What follows belongs to an exercise in optimizing a design on an open flow for small area, a short achievable clock period and few clock cycles; a production flow would make more cautious choices.
The RTL of this run was laid out without a check of its function.

## flow/design.v

```verilog
module lfsr(d, n);
input  [8:0] d;
output [8:0] n;
assign n = {d[7:0], d[1] ^ d[2] ^ d[3] ^ d[7]};
endmodule
module beetle_left_antenna(nd1, nd2, q1, q2, ra, rb);
input [17:0] nd1, nd2;    
input q1, q2;
output [32:0] ra, rb;
wire hs0, hk0;
assign {hk0, hs0} = {1'b0, (~nd1[0] & ~nd1[6])} + {1'b0, (~nd1[1] & ~nd1[5])};
wire hs1, hk1;
assign {hk1, hs1} = {1'b0, (~nd1[0] & ~nd1[4])} + {1'b0, (~nd1[1] & ~nd1[3])};
wire s0, k0;
assign {k0, s0} = {1'b0, (~nd1[0] & ~nd1[5])} + {1'b0, (~nd1[1] & ~nd1[4])} + {1'b0, (~nd1[3] & nd1[2])};
wire s1, k1;
assign {k1, s1} = {1'b0, (~nd1[2] & ~nd1[4])} + {1'b0, (~nd1[3] & ~nd1[2])} + {1'b0, hs0};
wire [8:0] Alo = {1'b0, k0, hk1, hs1, (~nd1[0] & ~nd1[3]), (~nd1[0] & ~nd1[2]), (~nd1[1] & nd1[0]), 1'b0, ~nd1[0]} + {1'b0, s1, s0, (~nd1[2] & ~nd1[1]), (~nd1[2] & nd1[1]), (~nd1[1] & ~nd1[0]), 1'b0, 1'b0, 1'b0};
wire hs2, hk2;
assign {hk2, hs2} = {1'b0, (~nd2[0] & ~nd2[6])} + {1'b0, (~nd2[1] & ~nd2[5])};
wire hs3, hk3;
assign {hk3, hs3} = {1'b0, (~nd2[0] & ~nd2[4])} + {1'b0, (~nd2[1] & ~nd2[3])};
wire s2, k2;
assign {k2, s2} = {1'b0, (~nd2[0] & ~nd2[5])} + {1'b0, (~nd2[1] & ~nd2[4])} + {1'b0, (~nd2[3] & nd2[2])};
wire s3, k3;
assign {k3, s3} = {1'b0, (~nd2[2] & ~nd2[4])} + {1'b0, (~nd2[3] & ~nd2[2])} + {1'b0, hs2};
wire [8:0] Blo = {1'b0, k2, hk3, hs3, (~nd2[0] & ~nd2[3]), (~nd2[0] & ~nd2[2]), (~nd2[1] & nd2[0]), 1'b0, ~nd2[0]} + {1'b0, s3, s2, (~nd2[2] & ~nd2[1]), (~nd2[2] & nd2[1]), (~nd2[1] & ~nd2[0]), 1'b0, 1'b0, 1'b0};
wire hs4, hk4;
assign {hk4, hs4} = {1'b0, (~nd1[0] & ~nd1[7])} + {1'b0, (~nd1[1] & ~nd1[6])};
wire hs5, hk5;
assign {hk5, hs5} = {1'b0, (~nd1[0] & ~nd1[12])} + {1'b0, (~nd1[1] & ~nd1[11])};
wire s4, k4;
assign {k4, s4} = {1'b0, (~nd1[0] & ~nd1[13])} + {1'b0, (~nd1[1] & ~nd1[12])} + {1'b0, (~nd1[2] & ~nd1[11])};
wire s5, k5;
assign {k5, s5} = {1'b0, (~nd1[0] & ~nd1[14])} + {1'b0, (~nd1[1] & ~nd1[13])} + {1'b0, (~nd1[2] & ~nd1[12])};
wire s6, k6;
assign {k6, s6} = {1'b0, (~nd1[3] & ~nd1[11])} + {1'b0, (~nd1[4] & ~nd1[10])} + {1'b0, (~nd1[5] & ~nd1[9])};
wire s7, k7;
assign {k7, s7} = {1'b0, (~nd1[0] & ~nd1[15])} + {1'b0, (~nd1[1] & ~nd1[14])} + {1'b0, (~nd1[2] & ~nd1[13])};
wire s8, k8;
assign {k8, s8} = {1'b0, (~nd1[3] & ~nd1[12])} + {1'b0, (~nd1[4] & ~nd1[11])} + {1'b0, (~nd1[5] & ~nd1[10])};
wire hs6, hk6;
assign {hk6, hs6} = {1'b0, (~nd1[6] & ~nd1[9])} + {1'b0, (~nd1[8] & nd1[7])};
wire s9, k9;
assign {k9, s9} = {1'b0, (~nd1[0] & ~nd1[16])} + {1'b0, (~nd1[1] & ~nd1[15])} + {1'b0, (~nd1[2] & ~nd1[14])};
wire s10, k10;
assign {k10, s10} = {1'b0, (~nd1[3] & ~nd1[13])} + {1'b0, (~nd1[4] & ~nd1[12])} + {1'b0, (~nd1[5] & ~nd1[11])};
wire s11, k11;
assign {k11, s11} = {1'b0, (~nd1[6] & ~nd1[10])} + {1'b0, (~nd1[7] & ~nd1[9])} + {1'b0, (~nd1[8] & ~nd1[7])};
wire s12, k12;
assign {k12, s12} = {1'b0, (~nd2[0] & ~nd2[16])} + {1'b0, (~nd2[1] & ~nd2[15])} + {1'b0, (~nd2[2] & ~nd2[14])};
wire s13, k13;
assign {k13, s13} = {1'b0, (~nd1[1] & ~nd1[16])} + {1'b0, (~nd1[2] & ~nd1[15])} + {1'b0, (~nd1[3] & ~nd1[14])};
wire s14, k14;
assign {k14, s14} = {1'b0, (~nd1[4] & ~nd1[13])} + {1'b0, (~nd1[5] & ~nd1[12])} + {1'b0, (~nd1[6] & ~nd1[11])};
wire s15, k15;
assign {k15, s15} = {1'b0, (~nd1[7] & ~nd1[10])} + {1'b0, (~nd1[9] & nd1[8])} + {1'b0, (nd1[17] | nd1[0])};
wire s16, k16;
assign {k16, s16} = {1'b0, (~nd2[1] & ~nd2[16])} + {1'b0, (~nd2[2] & ~nd2[15])} + {1'b0, (~nd2[3] & ~nd2[14])};
wire hs7, hk7;
assign {hk7, hs7} = {1'b0, (~nd2[4] & ~nd2[13])} + {1'b0, (~nd2[5] & ~nd2[12])};
wire s17, k17;
assign {k17, s17} = {1'b0, 1'b1} + {1'b0, (~nd1[2] & ~nd1[16])} + {1'b0, (~nd1[3] & ~nd1[15])};
wire s18, k18;
assign {k18, s18} = {1'b0, (~nd1[4] & ~nd1[14])} + {1'b0, (~nd1[5] & ~nd1[13])} + {1'b0, (~nd1[6] & ~nd1[12])};
wire s19, k19;
assign {k19, s19} = {1'b0, (~nd1[7] & ~nd1[11])} + {1'b0, (~nd1[8] & ~nd1[10])} + {1'b0, (~nd1[9] & ~nd1[8])};
wire s20, k20;
assign {k20, s20} = {1'b0, (nd1[17] | nd1[1])} + {1'b0, (~nd2[2] & ~nd2[16])} + {1'b0, (~nd2[3] & ~nd2[15])};
wire s21, k21;
assign {k21, s21} = {1'b0, (~nd2[4] & ~nd2[14])} + {1'b0, (~nd2[5] & ~nd2[13])} + {1'b0, (~nd2[6] & ~nd2[12])};
wire hs8, hk8;
assign {hk8, hs8} = {1'b0, (~nd2[7] & ~nd2[11])} + {1'b0, (~nd2[8] & ~nd2[10])};
wire s22, k22;
assign {k22, s22} = {1'b0, (~nd1[3] & ~nd1[16])} + {1'b0, (~nd1[4] & ~nd1[15])} + {1'b0, (~nd1[5] & ~nd1[14])};
wire s23, k23;
assign {k23, s23} = {1'b0, (~nd1[6] & ~nd1[13])} + {1'b0, (~nd1[7] & ~nd1[12])} + {1'b0, (~nd1[8] & ~nd1[11])};
wire s24, k24;
assign {k24, s24} = {1'b0, (~nd1[10] & nd1[9])} + {1'b0, (nd1[17] | nd1[2])} + {1'b0, (~nd2[3] & ~nd2[16])};
wire s25, k25;
assign {k25, s25} = {1'b0, (~nd2[4] & ~nd2[15])} + {1'b0, (~nd2[5] & ~nd2[14])} + {1'b0, (~nd2[6] & ~nd2[13])};
wire hs9, hk9;
assign {hk9, hs9} = {1'b0, (~nd2[7] & ~nd2[12])} + {1'b0, (~nd2[8] & ~nd2[11])};
wire s26, k26;
assign {k26, s26} = {1'b0, (~nd1[4] & ~nd1[16])} + {1'b0, (~nd1[5] & ~nd1[15])} + {1'b0, (~nd1[6] & ~nd1[14])};
wire s27, k27;
assign {k27, s27} = {1'b0, (~nd1[7] & ~nd1[13])} + {1'b0, (~nd1[8] & ~nd1[12])} + {1'b0, (~nd1[9] & ~nd1[11])};
wire s28, k28;
assign {k28, s28} = {1'b0, (~nd1[10] & ~nd1[9])} + {1'b0, (nd1[17] | nd1[3])} + {1'b0, (~nd2[4] & ~nd2[16])};
wire s29, k29;
assign {k29, s29} = {1'b0, (~nd2[5] & ~nd2[15])} + {1'b0, (~nd2[6] & ~nd2[14])} + {1'b0, (~nd2[7] & ~nd2[13])};
wire s30, k30;
assign {k30, s30} = {1'b0, (~nd1[5] & ~nd1[16])} + {1'b0, (~nd1[6] & ~nd1[15])} + {1'b0, (~nd1[7] & ~nd1[14])};
wire s31, k31;
assign {k31, s31} = {1'b0, (~nd1[8] & ~nd1[13])} + {1'b0, (~nd1[9] & ~nd1[12])} + {1'b0, (~nd1[11] & nd1[10])};
wire hs10, hk10;
assign {hk10, hs10} = {1'b0, (nd1[17] | nd1[4])} + {1'b0, (~nd2[5] & ~nd2[16])};
wire s32, k32;
assign {k32, s32} = {1'b0, (~nd1[6] & ~nd1[16])} + {1'b0, (~nd1[7] & ~nd1[15])} + {1'b0, (~nd1[8] & ~nd1[14])};
wire s33, k33;
assign {k33, s33} = {1'b0, (~nd1[9] & ~nd1[13])} + {1'b0, (~nd1[10] & ~nd1[12])} + {1'b0, (~nd1[11] & ~nd1[10])};
wire hs11, hk11;
assign {hk11, hs11} = {1'b0, (~nd1[7] & ~nd1[16])} + {1'b0, (~nd1[8] & ~nd1[15])};
wire s34, k34;
assign {k34, s34} = {1'b0, (~nd1[2] & ~nd1[5])} + {1'b0, (~nd1[4] & nd1[3])} + {1'b0, (~nd2[0] & ~nd2[7])};
wire s35, k35;
assign {k35, s35} = {1'b0, (~nd2[1] & ~nd2[6])} + {1'b0, (~nd2[2] & ~nd2[5])} + {1'b0, (~nd2[4] & nd2[3])};
wire s36, k36;
assign {k36, s36} = {1'b0, (~nd1[0] & ~nd1[8])} + {1'b0, (~nd1[1] & ~nd1[7])} + {1'b0, (~nd1[2] & ~nd1[6])};
wire s37, k37;
assign {k37, s37} = {1'b0, (~nd1[3] & ~nd1[5])} + {1'b0, (~nd1[4] & ~nd1[3])} + {1'b0, (~nd2[0] & ~nd2[8])};
wire s38, k38;
assign {k38, s38} = {1'b0, (~nd1[0] & ~nd1[9])} + {1'b0, (~nd1[1] & ~nd1[8])} + {1'b0, (~nd1[2] & ~nd1[7])};
wire hs12, hk12;
assign {hk12, hs12} = {1'b0, (~nd1[3] & ~nd1[6])} + {1'b0, (~nd1[5] & nd1[4])};
wire s39, k39;
assign {k39, s39} = {1'b0, (~nd1[0] & ~nd1[10])} + {1'b0, (~nd1[1] & ~nd1[9])} + {1'b0, (~nd1[2] & ~nd1[8])};
wire s40, k40;
assign {k40, s40} = {1'b0, (~nd1[3] & ~nd1[7])} + {1'b0, (~nd1[4] & ~nd1[6])} + {1'b0, (~nd1[5] & ~nd1[4])};
wire hs13, hk13;
assign {hk13, hs13} = {1'b0, (~nd2[0] & ~nd2[10])} + {1'b0, (~nd2[1] & ~nd2[9])};
wire s41, k41;
assign {k41, s41} = {1'b0, (~nd1[0] & ~nd1[11])} + {1'b0, (~nd1[1] & ~nd1[10])} + {1'b0, (~nd1[2] & ~nd1[9])};
wire s42, k42;
assign {k42, s42} = {1'b0, (~nd1[3] & ~nd1[8])} + {1'b0, (~nd1[4] & ~nd1[7])} + {1'b0, (~nd1[6] & nd1[5])};
wire s43, k43;
assign {k43, s43} = {1'b0, (~nd2[0] & ~nd2[11])} + {1'b0, (~nd2[1] & ~nd2[10])} + {1'b0, (~nd2[2] & ~nd2[9])};
wire s44, k44;
assign {k44, s44} = {1'b0, (~nd1[2] & ~nd1[10])} + {1'b0, (~nd1[3] & ~nd1[9])} + {1'b0, (~nd1[4] & ~nd1[8])};
wire s45, k45;
assign {k45, s45} = {1'b0, (~nd1[5] & ~nd1[7])} + {1'b0, (~nd1[6] & ~nd1[5])} + {1'b0, (~nd2[0] & ~nd2[12])};
wire s46, k46;
assign {k46, s46} = {1'b0, (~nd2[1] & ~nd2[11])} + {1'b0, (~nd2[2] & ~nd2[10])} + {1'b0, (~nd2[3] & ~nd2[9])};
wire hs14, hk14;
assign {hk14, hs14} = {1'b0, (~nd2[4] & ~nd2[8])} + {1'b0, (~nd2[5] & ~nd2[7])};
wire s47, k47;
assign {k47, s47} = {1'b0, (~nd1[3] & ~nd1[10])} + {1'b0, (~nd1[4] & ~nd1[9])} + {1'b0, (~nd1[5] & ~nd1[8])};
wire s48, k48;
assign {k48, s48} = {1'b0, (~nd1[7] & nd1[6])} + {1'b0, (~nd2[0] & ~nd2[13])} + {1'b0, (~nd2[1] & ~nd2[12])};
wire s49, k49;
assign {k49, s49} = {1'b0, (~nd2[2] & ~nd2[11])} + {1'b0, (~nd2[3] & ~nd2[10])} + {1'b0, (~nd2[4] & ~nd2[9])};
wire s50, k50;
assign {k50, s50} = {1'b0, (~nd2[5] & ~nd2[8])} + {1'b0, (~nd2[7] & nd2[6])} + {1'b0, hk5};
wire s51, k51;
assign {k51, s51} = {1'b0, (~nd1[6] & ~nd1[8])} + {1'b0, (~nd1[7] & ~nd1[6])} + {1'b0, (~nd2[0] & ~nd2[14])};
wire s52, k52;
assign {k52, s52} = {1'b0, (~nd2[1] & ~nd2[13])} + {1'b0, (~nd2[2] & ~nd2[12])} + {1'b0, (~nd2[3] & ~nd2[11])};
wire s53, k53;
assign {k53, s53} = {1'b0, (~nd2[4] & ~nd2[10])} + {1'b0, (~nd2[5] & ~nd2[9])} + {1'b0, (~nd2[6] & ~nd2[8])};
wire s54, k54;
assign {k54, s54} = {1'b0, (~nd2[7] & ~nd2[6])} + {1'b0, k4} + {1'b0, s5};
wire s55, k55;
assign {k55, s55} = {1'b0, (~nd2[0] & ~nd2[15])} + {1'b0, (~nd2[1] & ~nd2[14])} + {1'b0, (~nd2[2] & ~nd2[13])};
wire s56, k56;
assign {k56, s56} = {1'b0, (~nd2[3] & ~nd2[12])} + {1'b0, (~nd2[4] & ~nd2[11])} + {1'b0, (~nd2[5] & ~nd2[10])};
wire s57, k57;
assign {k57, s57} = {1'b0, (~nd2[6] & ~nd2[9])} + {1'b0, (~nd2[8] & nd2[7])} + {1'b0, k5};
wire s58, k58;
assign {k58, s58} = {1'b0, k6} + {1'b0, s7} + {1'b0, s8};
wire s59, k59;
assign {k59, s59} = {1'b0, (~nd2[3] & ~nd2[13])} + {1'b0, (~nd2[4] & ~nd2[12])} + {1'b0, (~nd2[5] & ~nd2[11])};
wire s60, k60;
assign {k60, s60} = {1'b0, (~nd2[6] & ~nd2[10])} + {1'b0, (~nd2[7] & ~nd2[9])} + {1'b0, (~nd2[8] & ~nd2[7])};
wire s61, k61;
assign {k61, s61} = {1'b0, k7} + {1'b0, k8} + {1'b0, hk6};
wire s62, k62;
assign {k62, s62} = {1'b0, s9} + {1'b0, s10} + {1'b0, s11};
wire s63, k63;
assign {k63, s63} = {1'b0, (~nd2[6] & ~nd2[11])} + {1'b0, (~nd2[7] & ~nd2[10])} + {1'b0, (~nd2[9] & nd2[8])};
wire s64, k64;
assign {k64, s64} = {1'b0, (nd2[17] | nd2[0])} + {1'b0, k9} + {1'b0, k10};
wire s65, k65;
assign {k65, s65} = {1'b0, k11} + {1'b0, k12} + {1'b0, s13};
wire s66, k66;
assign {k66, s66} = {1'b0, s14} + {1'b0, s15} + {1'b0, s16};
wire s67, k67;
assign {k67, s67} = {1'b0, (~nd2[9] & ~nd2[8])} + {1'b0, (nd2[17] | nd2[1])} + {1'b0, k13};
wire s68, k68;
assign {k68, s68} = {1'b0, k14} + {1'b0, k15} + {1'b0, k16};
wire s69, k69;
assign {k69, s69} = {1'b0, hk7} + {1'b0, s17} + {1'b0, s18};
wire s70, k70;
assign {k70, s70} = {1'b0, s19} + {1'b0, s20} + {1'b0, s21};
wire s71, k71;
assign {k71, s71} = {1'b0, (~nd2[10] & nd2[9])} + {1'b0, (nd2[17] | nd2[2])} + {1'b0, k17};
wire s72, k72;
assign {k72, s72} = {1'b0, k18} + {1'b0, k19} + {1'b0, k20};
wire s73, k73;
assign {k73, s73} = {1'b0, k21} + {1'b0, hk8} + {1'b0, s22};
wire s74, k74;
assign {k74, s74} = {1'b0, s23} + {1'b0, s24} + {1'b0, s25};
wire s75, k75;
assign {k75, s75} = {1'b0, (~nd2[8] & ~nd2[12])} + {1'b0, (~nd2[9] & ~nd2[11])} + {1'b0, (~nd2[10] & ~nd2[9])};
wire s76, k76;
assign {k76, s76} = {1'b0, (nd2[17] | nd2[3])} + {1'b0, k22} + {1'b0, k23};
wire s77, k77;
assign {k77, s77} = {1'b0, k24} + {1'b0, k25} + {1'b0, hk9};
wire s78, k78;
assign {k78, s78} = {1'b0, s26} + {1'b0, s27} + {1'b0, s28};
wire s79, k79;
assign {k79, s79} = {1'b0, (~nd2[6] & ~nd2[15])} + {1'b0, (~nd2[7] & ~nd2[14])} + {1'b0, (~nd2[8] & ~nd2[13])};
wire s80, k80;
assign {k80, s80} = {1'b0, (~nd2[9] & ~nd2[12])} + {1'b0, (~nd2[11] & nd2[10])} + {1'b0, (nd2[17] | nd2[4])};
wire s81, k81;
assign {k81, s81} = {1'b0, k26} + {1'b0, k27} + {1'b0, k28};
wire s82, k82;
assign {k82, s82} = {1'b0, k29} + {1'b0, s30} + {1'b0, s31};
wire s83, k83;
assign {k83, s83} = {1'b0, (nd1[17] | nd1[5])} + {1'b0, (~nd2[6] & ~nd2[16])} + {1'b0, (~nd2[7] & ~nd2[15])};
wire s84, k84;
assign {k84, s84} = {1'b0, (~nd2[8] & ~nd2[14])} + {1'b0, (~nd2[9] & ~nd2[13])} + {1'b0, (~nd2[10] & ~nd2[12])};
wire s85, k85;
assign {k85, s85} = {1'b0, (~nd2[11] & ~nd2[10])} + {1'b0, (nd2[17] | nd2[5])} + {1'b0, k30};
wire s86, k86;
assign {k86, s86} = {1'b0, k31} + {1'b0, hk10} + {1'b0, s32};
wire s87, k87;
assign {k87, s87} = {1'b0, (~nd1[9] & ~nd1[14])} + {1'b0, (~nd1[10] & ~nd1[13])} + {1'b0, (~nd1[12] & nd1[11])};
wire s88, k88;
assign {k88, s88} = {1'b0, (nd1[17] | nd1[6])} + {1'b0, (~nd2[7] & ~nd2[16])} + {1'b0, (~nd2[8] & ~nd2[15])};
wire s89, k89;
assign {k89, s89} = {1'b0, (~nd2[9] & ~nd2[14])} + {1'b0, (~nd2[10] & ~nd2[13])} + {1'b0, (~nd2[12] & nd2[11])};
wire s90, k90;
assign {k90, s90} = {1'b0, (nd2[17] | nd2[6])} + {1'b0, k32} + {1'b0, k33};
wire s91, k91;
assign {k91, s91} = {1'b0, (~nd1[8] & ~nd1[16])} + {1'b0, (~nd1[9] & ~nd1[15])} + {1'b0, (~nd1[10] & ~nd1[14])};
wire s92, k92;
assign {k92, s92} = {1'b0, (~nd1[11] & ~nd1[13])} + {1'b0, (~nd1[12] & ~nd1[11])} + {1'b0, (nd1[17] | nd1[7])};
wire s93, k93;
assign {k93, s93} = {1'b0, (~nd2[8] & ~nd2[16])} + {1'b0, (~nd2[9] & ~nd2[15])} + {1'b0, (~nd2[10] & ~nd2[14])};
wire s94, k94;
assign {k94, s94} = {1'b0, (~nd2[11] & ~nd2[13])} + {1'b0, (~nd2[12] & ~nd2[11])} + {1'b0, (nd2[17] | nd2[7])};
wire s95, k95;
assign {k95, s95} = {1'b0, (~nd1[9] & ~nd1[16])} + {1'b0, (~nd1[10] & ~nd1[15])} + {1'b0, (~nd1[11] & ~nd1[14])};
wire s96, k96;
assign {k96, s96} = {1'b0, (~nd1[13] & nd1[12])} + {1'b0, (nd1[17] | nd1[8])} + {1'b0, (~nd2[9] & ~nd2[16])};
wire hs15, hk15;
assign {hk15, hs15} = {1'b0, (~nd2[10] & ~nd2[15])} + {1'b0, (~nd2[11] & ~nd2[14])};
wire s97, k97;
assign {k97, s97} = {1'b0, (~nd1[10] & ~nd1[16])} + {1'b0, (~nd1[11] & ~nd1[15])} + {1'b0, (~nd1[12] & ~nd1[14])};
wire s98, k98;
assign {k98, s98} = {1'b0, (~nd1[13] & ~nd1[12])} + {1'b0, (nd1[17] | nd1[9])} + {1'b0, (~nd2[10] & ~nd2[16])};
wire hs16, hk16;
assign {hk16, hs16} = {1'b0, (~nd1[11] & ~nd1[16])} + {1'b0, (~nd1[12] & ~nd1[15])};
wire s99, k99;
assign {k99, s99} = {1'b0, hk0} + {1'b0, hk2} + {1'b0, s34};
wire hs17, hk17;
assign {hk17, hs17} = {1'b0, s35} + {1'b0, hs4};
wire s100, k100;
assign {k100, s100} = {1'b0, (~nd2[1] & ~nd2[7])} + {1'b0, (~nd2[2] & ~nd2[6])} + {1'b0, (~nd2[3] & ~nd2[5])};
wire s101, k101;
assign {k101, s101} = {1'b0, (~nd2[4] & ~nd2[3])} + {1'b0, k34} + {1'b0, k35};
wire hs18, hk18;
assign {hk18, hs18} = {1'b0, hk4} + {1'b0, s36};
wire s102, k102;
assign {k102, s102} = {1'b0, (~nd2[0] & ~nd2[9])} + {1'b0, (~nd2[1] & ~nd2[8])} + {1'b0, (~nd2[2] & ~nd2[7])};
wire s103, k103;
assign {k103, s103} = {1'b0, (~nd2[3] & ~nd2[6])} + {1'b0, (~nd2[5] & nd2[4])} + {1'b0, k36};
wire s104, k104;
assign {k104, s104} = {1'b0, k37} + {1'b0, s38} + {1'b0, hs12};
wire s105, k105;
assign {k105, s105} = {1'b0, (~nd2[2] & ~nd2[8])} + {1'b0, (~nd2[3] & ~nd2[7])} + {1'b0, (~nd2[4] & ~nd2[6])};
wire s106, k106;
assign {k106, s106} = {1'b0, (~nd2[5] & ~nd2[4])} + {1'b0, k38} + {1'b0, hk12};
wire s107, k107;
assign {k107, s107} = {1'b0, s39} + {1'b0, s40} + {1'b0, hs13};
wire s108, k108;
assign {k108, s108} = {1'b0, (~nd2[3] & ~nd2[8])} + {1'b0, (~nd2[4] & ~nd2[7])} + {1'b0, (~nd2[6] & nd2[5])};
wire s109, k109;
assign {k109, s109} = {1'b0, k39} + {1'b0, k40} + {1'b0, hk13};
wire s110, k110;
assign {k110, s110} = {1'b0, s41} + {1'b0, s42} + {1'b0, s43};
wire s111, k111;
assign {k111, s111} = {1'b0, (~nd2[6] & ~nd2[5])} + {1'b0, k41} + {1'b0, k42};
wire s112, k112;
assign {k112, s112} = {1'b0, k43} + {1'b0, s44} + {1'b0, s45};
wire s113, k113;
assign {k113, s113} = {1'b0, s46} + {1'b0, hs14} + {1'b0, hs5};
wire s114, k114;
assign {k114, s114} = {1'b0, k44} + {1'b0, k45} + {1'b0, k46};
wire s115, k115;
assign {k115, s115} = {1'b0, hk14} + {1'b0, s47} + {1'b0, s48};
wire s116, k116;
assign {k116, s116} = {1'b0, s49} + {1'b0, s4} + {1'b0, s50};
wire s117, k117;
assign {k117, s117} = {1'b0, k47} + {1'b0, k48} + {1'b0, k49};
wire s118, k118;
assign {k118, s118} = {1'b0, s51} + {1'b0, s52} + {1'b0, s53};
wire s119, k119;
assign {k119, s119} = {1'b0, s6} + {1'b0, k50} + {1'b0, s54};
wire s120, k120;
assign {k120, s120} = {1'b0, k51} + {1'b0, k52} + {1'b0, k53};
wire s121, k121;
assign {k121, s121} = {1'b0, s55} + {1'b0, s56} + {1'b0, hs6};
wire s122, k122;
assign {k122, s122} = {1'b0, k54} + {1'b0, s57} + {1'b0, s58};
wire s123, k123;
assign {k123, s123} = {1'b0, k55} + {1'b0, k56} + {1'b0, s59};
wire s124, k124;
assign {k124, s124} = {1'b0, s60} + {1'b0, s12} + {1'b0, k57};
wire s125, k125;
assign {k125, s125} = {1'b0, k58} + {1'b0, s61} + {1'b0, s62};
wire s126, k126;
assign {k126, s126} = {1'b0, k59} + {1'b0, k60} + {1'b0, s63};
wire s127, k127;
assign {k127, s127} = {1'b0, hs7} + {1'b0, k61} + {1'b0, k62};
wire s128, k128;
assign {k128, s128} = {1'b0, s64} + {1'b0, s65} + {1'b0, s66};
wire s129, k129;
assign {k129, s129} = {1'b0, k63} + {1'b0, hs8} + {1'b0, k64};
wire s130, k130;
assign {k130, s130} = {1'b0, k65} + {1'b0, k66} + {1'b0, s67};
wire s131, k131;
assign {k131, s131} = {1'b0, s68} + {1'b0, s69} + {1'b0, s70};
wire s132, k132;
assign {k132, s132} = {1'b0, hs9} + {1'b0, k67} + {1'b0, k68};
wire s133, k133;
assign {k133, s133} = {1'b0, k69} + {1'b0, k70} + {1'b0, s71};
wire s134, k134;
assign {k134, s134} = {1'b0, s72} + {1'b0, s73} + {1'b0, s74};
wire s135, k135;
assign {k135, s135} = {1'b0, s75} + {1'b0, s29} + {1'b0, k71};
wire s136, k136;
assign {k136, s136} = {1'b0, k72} + {1'b0, k73} + {1'b0, k74};
wire s137, k137;
assign {k137, s137} = {1'b0, s76} + {1'b0, s77} + {1'b0, s78};
wire s138, k138;
assign {k138, s138} = {1'b0, k75} + {1'b0, s79} + {1'b0, s80};
wire s139, k139;
assign {k139, s139} = {1'b0, hs10} + {1'b0, k76} + {1'b0, k77};
wire s140, k140;
assign {k140, s140} = {1'b0, k78} + {1'b0, s81} + {1'b0, s82};
wire s141, k141;
assign {k141, s141} = {1'b0, k79} + {1'b0, k80} + {1'b0, s83};
wire s142, k142;
assign {k142, s142} = {1'b0, s84} + {1'b0, s33} + {1'b0, k81};
wire s143, k143;
assign {k143, s143} = {1'b0, k82} + {1'b0, s85} + {1'b0, s86};
wire s144, k144;
assign {k144, s144} = {1'b0, k83} + {1'b0, k84} + {1'b0, s87};
wire s145, k145;
assign {k145, s145} = {1'b0, s88} + {1'b0, s89} + {1'b0, hs11};
wire s146, k146;
assign {k146, s146} = {1'b0, k85} + {1'b0, k86} + {1'b0, s90};
wire s147, k147;
assign {k147, s147} = {1'b0, k87} + {1'b0, k88} + {1'b0, k89};
wire s148, k148;
assign {k148, s148} = {1'b0, hk11} + {1'b0, s91} + {1'b0, s92};
wire s149, k149;
assign {k149, s149} = {1'b0, s93} + {1'b0, s94} + {1'b0, k90};
wire s150, k150;
assign {k150, s150} = {1'b0, (~nd2[13] & nd2[12])} + {1'b0, (nd2[17] | nd2[8])} + {1'b0, k91};
wire s151, k151;
assign {k151, s151} = {1'b0, k92} + {1'b0, k93} + {1'b0, k94};
wire s152, k152;
assign {k152, s152} = {1'b0, s95} + {1'b0, s96} + {1'b0, hs15};
wire s153, k153;
assign {k153, s153} = {1'b0, (~nd2[11] & ~nd2[15])} + {1'b0, (~nd2[12] & ~nd2[14])} + {1'b0, (~nd2[13] & ~nd2[12])};
wire s154, k154;
assign {k154, s154} = {1'b0, (nd2[17] | nd2[9])} + {1'b0, k95} + {1'b0, k96};
wire s155, k155;
assign {k155, s155} = {1'b0, hk15} + {1'b0, s97} + {1'b0, s98};
wire s156, k156;
assign {k156, s156} = {1'b0, (~nd1[14] & nd1[13])} + {1'b0, (nd1[17] | nd1[10])} + {1'b0, (~nd2[11] & ~nd2[16])};
wire s157, k157;
assign {k157, s157} = {1'b0, (~nd2[12] & ~nd2[15])} + {1'b0, (~nd2[14] & nd2[13])} + {1'b0, (nd2[17] | nd2[10])};
wire s158, k158;
assign {k158, s158} = {1'b0, k97} + {1'b0, k98} + {1'b0, hs16};
wire s159, k159;
assign {k159, s159} = {1'b0, (~nd1[12] & ~nd1[16])} + {1'b0, (~nd1[13] & ~nd1[15])} + {1'b0, (~nd1[14] & ~nd1[13])};
wire s160, k160;
assign {k160, s160} = {1'b0, (nd1[17] | nd1[11])} + {1'b0, (~nd2[12] & ~nd2[16])} + {1'b0, (~nd2[13] & ~nd2[15])};
wire s161, k161;
assign {k161, s161} = {1'b0, (~nd2[14] & ~nd2[13])} + {1'b0, (nd2[17] | nd2[11])} + {1'b0, hk16};
wire s162, k162;
assign {k162, s162} = {1'b0, (~nd1[13] & ~nd1[16])} + {1'b0, (~nd1[15] & nd1[14])} + {1'b0, (nd1[17] | nd1[12])};
wire hs19, hk19;
assign {hk19, hs19} = {1'b0, (~nd2[13] & ~nd2[16])} + {1'b0, (~nd2[15] & nd2[14])};
wire s163, k163;
assign {k163, s163} = {1'b0, (~nd1[14] & ~nd1[16])} + {1'b0, (~nd1[15] & ~nd1[14])} + {1'b0, (nd1[17] | nd1[13])};
wire s164, k164;
assign {k164, s164} = {1'b0, k1} + {1'b0, k3} + {1'b0, s99};
wire s165, k165;
assign {k165, s165} = {1'b0, s100} + {1'b0, s37} + {1'b0, k99};
wire hs20, hk20;
assign {hk20, hs20} = {1'b0, hk17} + {1'b0, s101};
wire s166, k166;
assign {k166, s166} = {1'b0, k100} + {1'b0, s102} + {1'b0, k101};
wire s167, k167;
assign {k167, s167} = {1'b0, hk18} + {1'b0, s103} + {1'b0, s104};
wire s168, k168;
assign {k168, s168} = {1'b0, k102} + {1'b0, s105} + {1'b0, k103};
wire s169, k169;
assign {k169, s169} = {1'b0, k104} + {1'b0, s106} + {1'b0, s107};
wire s170, k170;
assign {k170, s170} = {1'b0, k105} + {1'b0, s108} + {1'b0, k106};
wire s171, k171;
assign {k171, s171} = {1'b0, k107} + {1'b0, s109} + {1'b0, s110};
wire s172, k172;
assign {k172, s172} = {1'b0, k108} + {1'b0, k109} + {1'b0, k110};
wire s173, k173;
assign {k173, s173} = {1'b0, s111} + {1'b0, s112} + {1'b0, s113};
wire s174, k174;
assign {k174, s174} = {1'b0, k111} + {1'b0, k112} + {1'b0, k113};
wire s175, k175;
assign {k175, s175} = {1'b0, s114} + {1'b0, s115} + {1'b0, s116};
wire s176, k176;
assign {k176, s176} = {1'b0, k114} + {1'b0, k115} + {1'b0, s117};
wire s177, k177;
assign {k177, s177} = {1'b0, s118} + {1'b0, k116} + {1'b0, s119};
wire s178, k178;
assign {k178, s178} = {1'b0, k117} + {1'b0, k118} + {1'b0, s120};
wire s179, k179;
assign {k179, s179} = {1'b0, s121} + {1'b0, k119} + {1'b0, s122};
wire s180, k180;
assign {k180, s180} = {1'b0, k120} + {1'b0, k121} + {1'b0, s123};
wire s181, k181;
assign {k181, s181} = {1'b0, s124} + {1'b0, k122} + {1'b0, s125};
wire s182, k182;
assign {k182, s182} = {1'b0, k123} + {1'b0, s126} + {1'b0, k124};
wire s183, k183;
assign {k183, s183} = {1'b0, s127} + {1'b0, k125} + {1'b0, s128};
wire s184, k184;
assign {k184, s184} = {1'b0, k126} + {1'b0, k127} + {1'b0, s129};
wire s185, k185;
assign {k185, s185} = {1'b0, s130} + {1'b0, k128} + {1'b0, s131};
wire s186, k186;
assign {k186, s186} = {1'b0, k129} + {1'b0, k130} + {1'b0, s132};
wire s187, k187;
assign {k187, s187} = {1'b0, s133} + {1'b0, k131} + {1'b0, s134};
wire s188, k188;
assign {k188, s188} = {1'b0, k132} + {1'b0, k133} + {1'b0, s135};
wire s189, k189;
assign {k189, s189} = {1'b0, s136} + {1'b0, k134} + {1'b0, s137};
wire s190, k190;
assign {k190, s190} = {1'b0, s138} + {1'b0, k135} + {1'b0, k136};
wire s191, k191;
assign {k191, s191} = {1'b0, s139} + {1'b0, k137} + {1'b0, s140};
wire s192, k192;
assign {k192, s192} = {1'b0, k138} + {1'b0, s141} + {1'b0, k139};
wire s193, k193;
assign {k193, s193} = {1'b0, s142} + {1'b0, k140} + {1'b0, s143};
wire s194, k194;
assign {k194, s194} = {1'b0, k141} + {1'b0, s144} + {1'b0, s145};
wire s195, k195;
assign {k195, s195} = {1'b0, k142} + {1'b0, s146} + {1'b0, k143};
wire s196, k196;
assign {k196, s196} = {1'b0, k144} + {1'b0, k145} + {1'b0, s147};
wire s197, k197;
assign {k197, s197} = {1'b0, s148} + {1'b0, k146} + {1'b0, s149};
wire s198, k198;
assign {k198, s198} = {1'b0, k147} + {1'b0, k148} + {1'b0, s150};
wire s199, k199;
assign {k199, s199} = {1'b0, s151} + {1'b0, s152} + {1'b0, k149};
wire s200, k200;
assign {k200, s200} = {1'b0, s153} + {1'b0, k150} + {1'b0, k151};
wire s201, k201;
assign {k201, s201} = {1'b0, k152} + {1'b0, s154} + {1'b0, s155};
wire s202, k202;
assign {k202, s202} = {1'b0, k153} + {1'b0, s156} + {1'b0, s157};
wire s203, k203;
assign {k203, s203} = {1'b0, k154} + {1'b0, k155} + {1'b0, s158};
wire s204, k204;
assign {k204, s204} = {1'b0, k156} + {1'b0, k157} + {1'b0, s159};
wire s205, k205;
assign {k205, s205} = {1'b0, s160} + {1'b0, k158} + {1'b0, s161};
wire s206, k206;
assign {k206, s206} = {1'b0, (nd2[17] | nd2[12])} + {1'b0, k159} + {1'b0, k160};
wire s207, k207;
assign {k207, s207} = {1'b0, s162} + {1'b0, hs19} + {1'b0, k161};
wire s208, k208;
assign {k208, s208} = {1'b0, (~nd2[14] & ~nd2[16])} + {1'b0, (~nd2[15] & ~nd2[14])} + {1'b0, (nd2[17] | nd2[13])};
wire s209, k209;
assign {k209, s209} = {1'b0, k162} + {1'b0, hk19} + {1'b0, s163};
wire s210, k210;
assign {k210, s210} = {1'b0, (~nd1[16] & nd1[15])} + {1'b0, (nd1[17] | nd1[14])} + {1'b0, (~nd2[16] & nd2[15])};
wire hs21, hk21;
assign {hk21, hs21} = {1'b0, (nd2[17] | nd2[14])} + {1'b0, k163};
wire s211, k211;
assign {k211, s211} = {1'b0, (~nd1[16] & ~nd1[15])} + {1'b0, (nd1[17] | nd1[15])} + {1'b0, (~nd2[16] & ~nd2[15])};
wire s212, k212;
assign {k212, s212} = {1'b0, (nd2[17] | nd2[15])} + {1'b0, (q1 & ~nd1[0])} + {1'b0, (q2 & ~nd2[0])};
wire s213, k213;
assign {k213, s213} = {1'b0, ~nd1[17]} + {1'b0, ~nd2[17]} + {1'b0, (nd1[17] | nd1[16])};
wire s214, k214;
assign {k214, s214} = {1'b0, (nd2[17] | nd2[16])} + {1'b0, (q1 & ~nd1[1])} + {1'b0, (q2 & ~nd2[1])};
wire hs22, hk22;
assign {hk22, hs22} = {1'b0, hs17} + {1'b0, s164};
wire s215, k215;
assign {k215, s215} = {1'b0, hs18} + {1'b0, s165} + {1'b0, hs20};
wire s216, k216;
assign {k216, s216} = {1'b0, k165} + {1'b0, hk20} + {1'b0, s166};
wire s217, k217;
assign {k217, s217} = {1'b0, k166} + {1'b0, s168} + {1'b0, k167};
wire s218, k218;
assign {k218, s218} = {1'b0, k168} + {1'b0, s170} + {1'b0, k169};
wire s219, k219;
assign {k219, s219} = {1'b0, k170} + {1'b0, s172} + {1'b0, k171};
wire s220, k220;
assign {k220, s220} = {1'b0, k172} + {1'b0, s174} + {1'b0, k173};
wire s221, k221;
assign {k221, s221} = {1'b0, k174} + {1'b0, s176} + {1'b0, k175};
wire s222, k222;
assign {k222, s222} = {1'b0, k176} + {1'b0, s178} + {1'b0, k177};
wire s223, k223;
assign {k223, s223} = {1'b0, k178} + {1'b0, s180} + {1'b0, k179};
wire s224, k224;
assign {k224, s224} = {1'b0, k180} + {1'b0, s182} + {1'b0, k181};
wire s225, k225;
assign {k225, s225} = {1'b0, k182} + {1'b0, s184} + {1'b0, k183};
wire s226, k226;
assign {k226, s226} = {1'b0, k184} + {1'b0, s186} + {1'b0, k185};
wire s227, k227;
assign {k227, s227} = {1'b0, k186} + {1'b0, s188} + {1'b0, k187};
wire s228, k228;
assign {k228, s228} = {1'b0, k188} + {1'b0, s190} + {1'b0, k189};
wire s229, k229;
assign {k229, s229} = {1'b0, k190} + {1'b0, s192} + {1'b0, k191};
wire s230, k230;
assign {k230, s230} = {1'b0, s194} + {1'b0, k192} + {1'b0, k193};
wire s231, k231;
assign {k231, s231} = {1'b0, s196} + {1'b0, k194} + {1'b0, k195};
wire s232, k232;
assign {k232, s232} = {1'b0, k196} + {1'b0, s198} + {1'b0, s199};
wire s233, k233;
assign {k233, s233} = {1'b0, k198} + {1'b0, s200} + {1'b0, s201};
wire s234, k234;
assign {k234, s234} = {1'b0, s202} + {1'b0, k200} + {1'b0, k201};
wire s235, k235;
assign {k235, s235} = {1'b0, k202} + {1'b0, s204} + {1'b0, s205};
wire s236, k236;
assign {k236, s236} = {1'b0, k204} + {1'b0, s206} + {1'b0, k205};
wire s237, k237;
assign {k237, s237} = {1'b0, s208} + {1'b0, k206} + {1'b0, s209};
wire s238, k238;
assign {k238, s238} = {1'b0, k208} + {1'b0, s210} + {1'b0, k209};
wire s239, k239;
assign {k239, s239} = {1'b0, k210} + {1'b0, s211} + {1'b0, s212};
wire s240, k240;
assign {k240, s240} = {1'b0, k211} + {1'b0, s213} + {1'b0, k212};
wire s241, k241;
assign {k241, s241} = {1'b0, (q1 & ~nd1[2])} + {1'b0, (q2 & ~nd2[2])} + {1'b0, k213};
wire hs23, hk23;
assign {hk23, hs23} = {1'b0, 1'b1} + {1'b0, (q1 & ~nd1[3])};
wire hs24, hk24;
assign {hk24, hs24} = {1'b0, 1'b1} + {1'b0, (q1 & ~nd1[4])};
wire hs25, hk25;
assign {hk25, hs25} = {1'b0, 1'b1} + {1'b0, (q1 & ~nd1[5])};
wire hs26, hk26;
assign {hk26, hs26} = {1'b0, 1'b1} + {1'b0, (q1 & ~nd1[6])};
wire hs27, hk27;
assign {hk27, hs27} = {1'b0, Alo[8]} + {1'b0, Blo[8]};
wire s242, k242;
assign {k242, s242} = {1'b0, k164} + {1'b0, hk22} + {1'b0, s215};
wire s243, k243;
assign {k243, s243} = {1'b0, s167} + {1'b0, k215} + {1'b0, s216};
wire s244, k244;
assign {k244, s244} = {1'b0, s169} + {1'b0, k216} + {1'b0, s217};
wire s245, k245;
assign {k245, s245} = {1'b0, s171} + {1'b0, k217} + {1'b0, s218};
wire s246, k246;
assign {k246, s246} = {1'b0, s173} + {1'b0, k218} + {1'b0, s219};
wire s247, k247;
assign {k247, s247} = {1'b0, k219} + {1'b0, s175} + {1'b0, s220};
wire s248, k248;
assign {k248, s248} = {1'b0, k220} + {1'b0, s177} + {1'b0, s221};
wire s249, k249;
assign {k249, s249} = {1'b0, s179} + {1'b0, k221} + {1'b0, s222};
wire s250, k250;
assign {k250, s250} = {1'b0, s181} + {1'b0, k222} + {1'b0, s223};
wire s251, k251;
assign {k251, s251} = {1'b0, s183} + {1'b0, k223} + {1'b0, s224};
wire s252, k252;
assign {k252, s252} = {1'b0, s185} + {1'b0, k224} + {1'b0, s225};
wire s253, k253;
assign {k253, s253} = {1'b0, s187} + {1'b0, k225} + {1'b0, s226};
wire s254, k254;
assign {k254, s254} = {1'b0, s189} + {1'b0, k226} + {1'b0, s227};
wire s255, k255;
assign {k255, s255} = {1'b0, s191} + {1'b0, k227} + {1'b0, s228};
wire s256, k256;
assign {k256, s256} = {1'b0, s193} + {1'b0, k228} + {1'b0, s229};
wire s257, k257;
assign {k257, s257} = {1'b0, s195} + {1'b0, k229} + {1'b0, s230};
wire s258, k258;
assign {k258, s258} = {1'b0, s197} + {1'b0, k230} + {1'b0, s231};
wire s259, k259;
assign {k259, s259} = {1'b0, k197} + {1'b0, k231} + {1'b0, s232};
wire s260, k260;
assign {k260, s260} = {1'b0, k199} + {1'b0, s233} + {1'b0, k232};
wire s261, k261;
assign {k261, s261} = {1'b0, s203} + {1'b0, k233} + {1'b0, s234};
wire s262, k262;
assign {k262, s262} = {1'b0, k203} + {1'b0, k234} + {1'b0, s235};
wire s263, k263;
assign {k263, s263} = {1'b0, s207} + {1'b0, s236} + {1'b0, k235};
wire s264, k264;
assign {k264, s264} = {1'b0, k207} + {1'b0, s237} + {1'b0, k236};
wire s265, k265;
assign {k265, s265} = {1'b0, hs21} + {1'b0, s238} + {1'b0, k237};
wire s266, k266;
assign {k266, s266} = {1'b0, hk21} + {1'b0, s239} + {1'b0, k238};
wire s267, k267;
assign {k267, s267} = {1'b0, s214} + {1'b0, k239} + {1'b0, s240};
wire s268, k268;
assign {k268, s268} = {1'b0, k214} + {1'b0, s241} + {1'b0, k240};
wire s269, k269;
assign {k269, s269} = {1'b0, (q2 & ~nd2[3])} + {1'b0, hs23} + {1'b0, k241};
wire s270, k270;
assign {k270, s270} = {1'b0, (q2 & ~nd2[4])} + {1'b0, hk23} + {1'b0, hs24};
wire s271, k271;
assign {k271, s271} = {1'b0, (q2 & ~nd2[5])} + {1'b0, hk24} + {1'b0, hs25};
wire s272, k272;
assign {k272, s272} = {1'b0, (q2 & ~nd2[6])} + {1'b0, hk25} + {1'b0, hs26};
wire hs28, hk28;
assign {hk28, hs28} = {1'b0, 1'b1} + {1'b0, hk26};
assign ra = {k272, k271, k270, k269, k268, k267, k266, k265, k264, k263, k262, k261, k260, k259, k258, k257, k256, k255, k254, k253, k252, k251, k250, k249, k248, k247, k246, k245, k244, k243, k242, hk27, hs27};
assign rb = {hs28, s272, s271, s270, s269, s268, s267, s266, s265, s264, s263, s262, s261, s260, s259, s258, s257, s256, s255, s254, s253, s252, s251, s250, s249, s248, s247, s246, s245, s244, s243, s242, hs22};
endmodule
module beetle_compare(al, bl, ar, br, fl31, fr31, gt);
input [32:0] al, bl, ar, br;
input fl31, fr31;
output gt;
wire [31:0] a = {~al[31], al[30:0]};
wire [31:0] b = bl[31:0];
wire [31:0] c = ~{~ar[31], ar[30:0]};
wire [31:0] e = ~br[31:0];
wire cl = fl31 ^ al[31] ^ bl[31];
wire cr = fr31 ^ ar[31] ^ br[31];
wire kl = a[31] & b[31] | cl & (a[31] | b[31]);
wire kr = ~c[31] & br[31] | cr & (~c[31] | br[31]);
wire [31:0] x1 = a ^ b;
wire [31:0] x2 = c ^ e;
wire [31:0] x = x1 ^ x2;
wire [31:0] co;
wire [31:0] ci = {co[30:0], 1'b1};
genvar i;
generate for (i = 0; i < 32; i = i + 1) begin : cmp4
  assign co[i] = x1[i] ? c[i] : a[i];
end endgenerate
wire [31:0] xs = x ^ ci;
wire [31:0] xk = {x[30:0] & ci[30:0] | ~x[30:0] & e[30:0], 1'b0};
wire k31 = x[31] ? ci[31] : e[31];
wire [32:0] ts = {1'b0, xs} + {1'b0, xk};
assign gt = ~(ts[32] ^ k31 ^ co[31] ^ kl ^ kr);
endmodule
module beetle_right_antenna(dir, sense, s3, step);
input  [8:0]  dir;
input  [12:0] sense;
input  [14:0] s3;
output [13:0] step;
wire [15:0] s1 = {3'b000, sense};
wire [15:0] s2 = {2'b00, sense, 1'b0};
wire [15:0] t3 = {1'b0, s3};
wire [15:0] s4 = {1'b0, sense, 2'b00};
wire [3:0] g0 = {dir[2:0], 1'b0};
wire [3:0] g1 = dir[5:2];
wire [3:0] g2 = dir[8:5];
wire [15:0] r0, r1, r2;
wire n0, n1, n2;
beetle_booth_row b0(g0, s1, s2, t3, s4, r0, n0);
beetle_booth_row b1(g1, s1, s2, t3, s4, r1, n1);
beetle_booth_row b2(g2, s1, s2, t3, s4, r2, n2);
wire [21:0] p = {{6{n0}}, r0} + {{3{n1}}, r1, 3'd0} + {r2, 6'd0}
              + {15'd0, n2, 2'b00, n1, 2'b00, n0};
assign step = p[21:8];
endmodule
module beetle_booth_row(g, s1, s2, s3, s4, r, n);
input  [3:0]  g;
input  [15:0] s1, s2, s3, s4;
output [15:0] r;
output n;
wire [2:0] a = g[3] ? ~g[2:0] : g[2:0];
wire m1 = ~a[2] & (a[1] ^ a[0]);
wire m2 = ~a[2] & a[1] & a[0] | a[2] & ~a[1] & ~a[0];
wire m3 = a[2] & (a[1] ^ a[0]);
wire m4 = a[2] & a[1] & a[0];
wire [15:0] mag = {16{m1}} & s1 | {16{m2}} & s2 | {16{m3}} & s3 | {16{m4}} & s4;
assign r = g[3] ? ~mag : mag;
assign n = g[3];
endmodule
module beetle_position(mx, my, nx, ny, d1, d2, q1, q2);
parameter NB = 0;
input  [15:0] mx, my;
input  signed [13:0] nx, ny;
output [17:0] d1, d2;
output q1, q2;
wire [15:0] fx = {{2{nx[13]}}, nx};
wire [15:0] fy = {{2{ny[13]}}, ny};
wire [15:0] ax = NB ? mx - fx : mx + fx;
wire [15:0] ay = NB ? my - fy : my + fy;
assign d1 = 18'd1791 - {2'b00, ax} - {ay[15], ay, 1'b0};
assign d2 = 18'd1279 - {ax[15], ax, 1'b0} - {2'b00, ay};
assign q1 = ay[15];
assign q2 = ax[15];
endmodule
module bas(clock,reset,load, seed_x,seed_y,iterations,x,y,x_extreme,y_extreme,out_value,done );
    input clock,reset,load;
    input [8:0] seed_x,seed_y;
    input [8:0] iterations;
    input [15:0] x,y;
    output signed [15:0] x_extreme,y_extreme;
    output signed [39:0] out_value;
    output reg done;
    reg [15:0] x_curr, y_curr;           
    reg signed [13:0] step_x, step_y;    
    reg signed [13:0] step_nx, step_ny;  
    reg [17:0] dl1, dl2, dr1, dr2;       
    reg ql1, ql2, qr1, qr2;              
    reg [32:0] value_curr;               
    reg [8:0] dir_x, dir_y;              
    reg [12:0] sense;                    
    reg [9:0] remain;
    reg run;
    reg first;                           
    reg [15:0] x_best, y_best;
    reg [32:0] value_best;
    reg value_init;                      
    wire [32:0] al, bl, ar, br;
    beetle_left_antenna ol(dl1, dl2, ql1, ql2, al, bl);
    beetle_left_antenna or_(dr1, dr2, qr1, qr2, ar, br);
    wire [32:0] odour_l = al + bl;
    wire [32:0] odour_r = ar + br;
    wire go_right;
    beetle_compare cmp(al, bl, ar, br, odour_l[31], odour_r[31], go_right);
    wire [15:0] x_l = x_curr + {{2{step_x[13]}}, step_x};
    wire [15:0] y_l = y_curr + {{2{step_y[13]}}, step_y};
    wire [15:0] x_r = x_curr - {{2{step_x[13]}}, step_x};
    wire [15:0] y_r = y_curr - {{2{step_y[13]}}, step_y};
    wire [17:0] ell1, ell2, elr1, elr2, erl1, erl2, err1, err2;
    wire qll1, qll2, qlr1, qlr2, qrl1, qrl2, qrr1, qrr2;
    beetle_position #(0) pll(x_l, y_l, step_nx, step_ny, ell1, ell2, qll1, qll2);
    beetle_position #(1) plr(x_l, y_l, step_nx, step_ny, elr1, elr2, qlr1, qlr2);
    beetle_position #(0) prl(x_r, y_r, step_nx, step_ny, erl1, erl2, qrl1, qrl2);
    beetle_position #(1) prr(x_r, y_r, step_nx, step_ny, err1, err2, qrr1, qrr2);
    wire signed [13:0] mul_x, mul_y;
    wire [14:0] sense3 = {2'b00, sense} + {1'b0, sense, 1'b0};
    wire [8:0] dir_x_n, dir_y_n;
    lfsr lx(dir_x, dir_x_n);
    lfsr ly(dir_y, dir_y_n);
    beetle_right_antenna mulx(dir_x, sense, sense3, mul_x);
    beetle_right_antenna muly(dir_y, sense, sense3, mul_y);
    assign x_extreme = x_best;
    assign y_extreme = y_best;
    assign out_value = {4'b0, {3{value_init}}, value_best};
    always @(posedge clock) begin
        if (reset) begin
            x_curr <= x;
            y_curr <= y;
            dl1 <= 18'd0;
            dl2 <= 18'd0;
            dr1 <= 18'd0;
            dr2 <= 18'd0;
            ql1 <= 1'b0;
            ql2 <= 1'b0;
            qr1 <= 1'b0;
            qr2 <= 1'b0;
            step_x <= 14'd0;
            step_y <= 14'd0;
            step_nx <= 14'd0;
            step_ny <= 14'd0;
            dir_x <= 9'd0;
            dir_y <= 9'd0;
        end else begin
            if (go_right) begin
                x_curr <= x_r;
                y_curr <= y_r;
                dl1 <= erl1;
                dl2 <= erl2;
                dr1 <= err1;
                dr2 <= err2;
                ql1 <= qrl1;
                ql2 <= qrl2;
                qr1 <= qrr1;
                qr2 <= qrr2;
            end else begin
                x_curr <= x_l;
                y_curr <= y_l;
                dl1 <= ell1;
                dl2 <= ell2;
                dr1 <= elr1;
                dr2 <= elr2;
                ql1 <= qll1;
                ql2 <= qll2;
                qr1 <= qlr1;
                qr2 <= qlr2;
            end
            step_x <= step_nx;
            step_y <= step_ny;
            step_nx <= mul_x;
            step_ny <= mul_y;
            if (load) begin
                dir_x <= seed_x;
                dir_y <= seed_y;
            end else begin
                dir_x <= dir_x_n;
                dir_y <= dir_y_n;
            end
        end
        value_curr <= go_right ? odour_r : odour_l;
        if (reset | load)
            sense <= 13'd6400;
        else
            sense <= sense - {8'd0, sense[12:8]} - {12'd0, sense[7:0] != 8'd0};
        if (reset) begin
            run <= 1'b0;
            done <= 1'b0;
            first <= 1'b0;
            x_best <= 16'd0;
            y_best <= 16'd0;
            value_best <= {33{1'b1}};
            value_init <= 1'b1;
        end else if (load) begin
            remain <= {1'b0, iterations} + 10'd1;
            first <= 1'b1;
            run <= iterations != 9'd0;
            done <= iterations == 9'd0;
        end else if (run) begin
            remain <= remain - 10'd1;
            first <= 1'b0;
            if (remain == 10'd0) begin
                run <= 1'b0;
                done <= 1'b1;
            end
            if (!first && value_curr < value_best) begin
                x_best <= x_curr;
                y_best <= y_curr;
                value_best <= value_curr;
                value_init <= 1'b0;
            end
        end
    end
endmodule
```

## flow/flow/run.sh

```bash
#!/bin/bash
# The standard layout, with timing repair aiming for 20 ns of setup slack
# at the design's clock period (over-fixing, as SETUP_SLACK_MARGIN does),
# on the worst 10% of endpoints, and sky130_fd_sc_hd__buf_2 cells as the port buffers.
set -euo pipefail
bash standard.sh SETUP_SLACK_MARGIN=20 TNS_END_PERCENT=10 "BUFFER_PORTS_ARGS=-buffer_cell sky130_fd_sc_hd__buf_2" finish > orfs_make.log 2>&1
```

## flow/standard.sh

```bash
#!/bin/bash
# synth_recipe.tcl (not shown) runs the flow's synth.tcl, then flattens the netlist and writes it again
# the make line also repeats each setting of config.mk as NAME=value (left out here)
make -C /OpenROAD-flow-scripts/flow DESIGN_CONFIG=/design/flow/config.mk WORK_HOME=/design/flow/orfs CLKGATE_MAP_FILE= SYNTH_SCRIPT=/design/flow/synth_recipe.tcl "${@:-finish}"
```

## flow/config.mk

```make
export PLATFORM = sky130hd
export DESIGN_NAME = bas
export DESIGN_NICKNAME = bas
export VERILOG_FILES = /design/flow/design.v
export SDC_FILE = /design/flow/constraint.sdc
export NUM_CORES = 8
export LEC_CHECK = 0
export ABC_AREA = 1
export CAP_MARGIN = 20
export CORE_MARGIN = 2
export CORE_UTILIZATION = 45
export SLEW_MARGIN = 20
```

## flow/constraint.sdc

```tcl
create_clock -name core_clock -period 27.0 [get_ports {clock}]
set_input_delay 5.4000 -clock core_clock [delete_from_list [all_inputs] [get_ports {clock}]]
set_output_delay 5.4000 -clock core_clock [all_outputs]
set_load 0.01 [all_outputs]
```

==> run_results.csv <==
group,metric,value,unit
floorplan,fp.dieW,355,um
outcome,status,"finished with violations",
global_route,grt_usage,32.1,%
worst_hold_path,hold_path.class,"flop to flop",
sta,holdWs,0.475,ns
sta,fin_skew,0.0518,ns
worst_setup_path,cp-start-kind,"flop",
final_layout,area_growth,13.8,%
floorplan,core_area,0.122,mm2
cts,cts_max_path_buffers,3,
worst_setup_path,critPathArrivalTime,7.59,ns
floorplan,start_util,45.5,%
synthesis,netlist_instances,7760,
cts,cts_tree,"yes",
floorplan,die_h,355,um
synthesis,synthMostInstantiatedCell,"nand2_1",
sta,rsz0062_at_grt,"true",
sta,tns,0,ns
route,wl_per_cell,21.9,um
synthesis,synthMuxAreaShare,0.101,%
synthesis,synth_compound_area_share,13.6,%
synthesis,yosysWarnings,1,
sta,worst_pin_slew,0.998,ns
global_route,antenna_found_initial,1,
final_layout,fillCellCount,12200,
sta,slew_headroom,33.0,%
synthesis,synth_edf_count,10,
final_layout,design.final.nets,9258,
synthesis,syn_area,0.0555,mm2
outcome,violations,"antenna violations",
global_route,gr-total-overflow,0,
synthesis,yosysUniqueCellTypes,69,
sta,finalSetupViolations,0,
synthesis,yosys.area_share.xor_xnor,8.23,%
final_layout,post-route-util,51.8,%
route,ant_nets,1,
global_route,grt_pass1_vias,51800,
worst_setup_path,crit_fanout,7,
cts,cts-root-buf,"clkbuf_16",
floorplan,die_area,0.126,mm2
cts,cts.sinks,307,
floorplan,rows,128,
route,drc_errors,0,
synthesis,avgSynthCellArea,7.16,um2
placement,portBuffers,130,
route,num_vias,53000,
synthesis,ys_seq_elements,307,
worst_setup_path,crit_slowest_cell,"fa_2",
sta,fmax,0.141,GHz
route,routed_wl,210,mm
worst_setup_path,endpoint_kind,"flop",
worst_setup_path,reg2reg_from,"dr1[12]",
synthesis,synthAdderAreaFrac,35.9,%
synthesis,synth_top_area_share,20.5,%
sta,finalHoldViolCount,0,
synthesis,synth_top_cells_by_count,"nand2_1 (1311), inv_1 (1284), nor2_1 (955)",
synthesis,synthArstFlopShare,0,%
worst_setup_path,r2r_slack,19.90,ns
synthesis,synth_area_leaders,"fa_1 (21%), ha_1 (15%), dfxtp_1 (11%)",
worst_setup_path,startpoint,"dr1[12]",
worst_setup_path,crit_path_max_incr_delay,0.58,ns
sta,fin_crit_sh,26.3,%
placement,dp_hpwl,163,mm
flow_run,cap_violations,0,
global_route,grt_max_degree,80,
route,vias_per_cell,5.52,
synthesis,seq_area_frac_synth,11.2,%
synthesis,synth_ff_type,"dfxtp_1",
final_layout,drive_gt1_share,12.1,%
worst_setup_path,critPathRequiredTime,27.49,ns
worst_setup_path,crit_top_cell,"fa_2",
synthesis,synth_top_family_by_area,"adder cells",
floorplan,ios,135,
cts,cts_buffers,42,
sta,drv_slew,0,
cts,h-tree-depth,2,
synthesis,yosys.area_share.simple,19.7,%
sta,period_minus_slack,7.10,ns
cts,cts_hold_buf,0,
worst_hold_path,holdCritStartpoint,"value_init",
placement,place_congestion,1.01,
global_route,grt_pass1_wl,309,mm
route,firstDrtPassIters,8,
cts,clk_pin_slew,0.07,ns
route,drt_iter0_markers,4656,
synthesis,synth_top_area_cell,"fa_1",
worst_setup_path,crit_type,"flop to flop",
cts,insertion_delay,0.64,ns
## worst max-delay path, delay by kind of cell, from the launching register on
family | cells | cell delay [ns]
AOI/OAI and AO/OA | 4 | 0.90
xor gates and xnor gates | 1 | 0.14
adders and majority gates | 8 | 3.26
buffers and inverters | 8 | 0.90
DFF | 1 | 0.39
and+or+nand+nor | 10 | 1.31
## cell type report
cell class              count  area, um2  area share [%]
multi-input cells        5861      44600            70.6
repair buffers            419       3530            5.58
clock inverters            19        209           0.331
repair inverters            1       5.00         0.00792
clock buffers              52       1160            1.84
diodes                      6       15.0          0.0238
flip-flops and latches    307       6470            10.2
inverters                1310       5130            8.13
well taps                1625       2030            3.22
## state kept, by name, summed over array words and instances, names as in the netlist, 18 cells and up
register    cells
dr1            18
dr2            18
dl2            18
value_curr     33
value_best     33
dl1            18
## layer usage
layer,GRT usage [%],vias to the layer above,part of all wire (%),wire length (um)
met4,16.7,0,6.4,13500
li1,-,24900,-,-
met5,0,-,0,0
met3,3.82,555,6.9,14600
met2,53.1,2251,46,95800
met1,41.1,25300,41,86300
## layout by cell type (no fill, tap or decap), drive strengths merged, types with 25 or more instances in the layout
cell / n
fa: 569
nand4: 36
a31oi: 25
buf: 411
nor2: 956
o22ai: 65
nor3: 59
ha: 685
o21bai: 29
xor2: 405
clkbuf: 60
nand3: 252
inv: 1258
a21oi: 605
o21ai: 487
clkinvlp: 50
or2: 25
xnor2: 117
nand2: 1337
dfxtp: 297
## cell families after synthesis
| family | after synthesis |
|---|---|
| AND/OR/NAND/NOR | 2698 |
| adder cells (fa/ha/maj) | 1254 |
| XOR/XNOR | 522 |
| AO/OA/AOI/OAI | 1372 |
| buffers and inverters | 1601 |
| flip-flops | 307 |
| other | 1 |
| multiplexers | 5 |
## timing repair
action                                  in CTS  in global routing
resized for setup                          334                302
buffers inserted                           138                101
cloned                                      12                 13
endpoints found under the setup margin     198                203
pin swaps                                   23                148
## per-stage QoR
| step | setup WS (ns) | area [um2] | std cells |
|---|---|---|---|
| final | 19.90 | 63200 | 9600 |
| after global routing | 19.85 | 63200 | 9594 |
| after CTS | 19.90 | 60900 | 9480 |
| after detailed placement | 17.61 | 57200 | 9259 |
| after global placement | 17.61 | 57200 | 9259 |
| after floorplan | 20.17 | 55500 | 7763 |
## path summary, 6_finish.rpt
check / endpoint / depth (start not counted)
hold / removal: value_init / 2
setup / recovery: value_curr[23] / 31
setup reg to reg: value_curr[23] / 31
hold reg to reg: value_init / 2

==> afterwards: timing with drivers on the ports <==
Ports are ideal in the flow. The routed layout listed here was re-timed in OpenROAD.
Step 1: set_driving_cell puts a clkbuf_16 on clock and a buf_2 on each other input, an assumption about the parent block.
Step 2, shift: input delay + t, output delay - t, t = (earliest + latest rising clock arrival at the registers) / 2. This alone moves slack from input paths to output paths.
Slacks: ideal ports / drivers / drivers and shift; pairs: ideal ports / drivers.
shift t [ns]: 0.690
slack for setup (ns): 19.900 / 19.900 / 19.329
hold slack, ns: 0.475 / 0.475 / 0.475
The setup slack of this run moves by 0.000 ns with the drivers and by -0.571 ns with both steps.
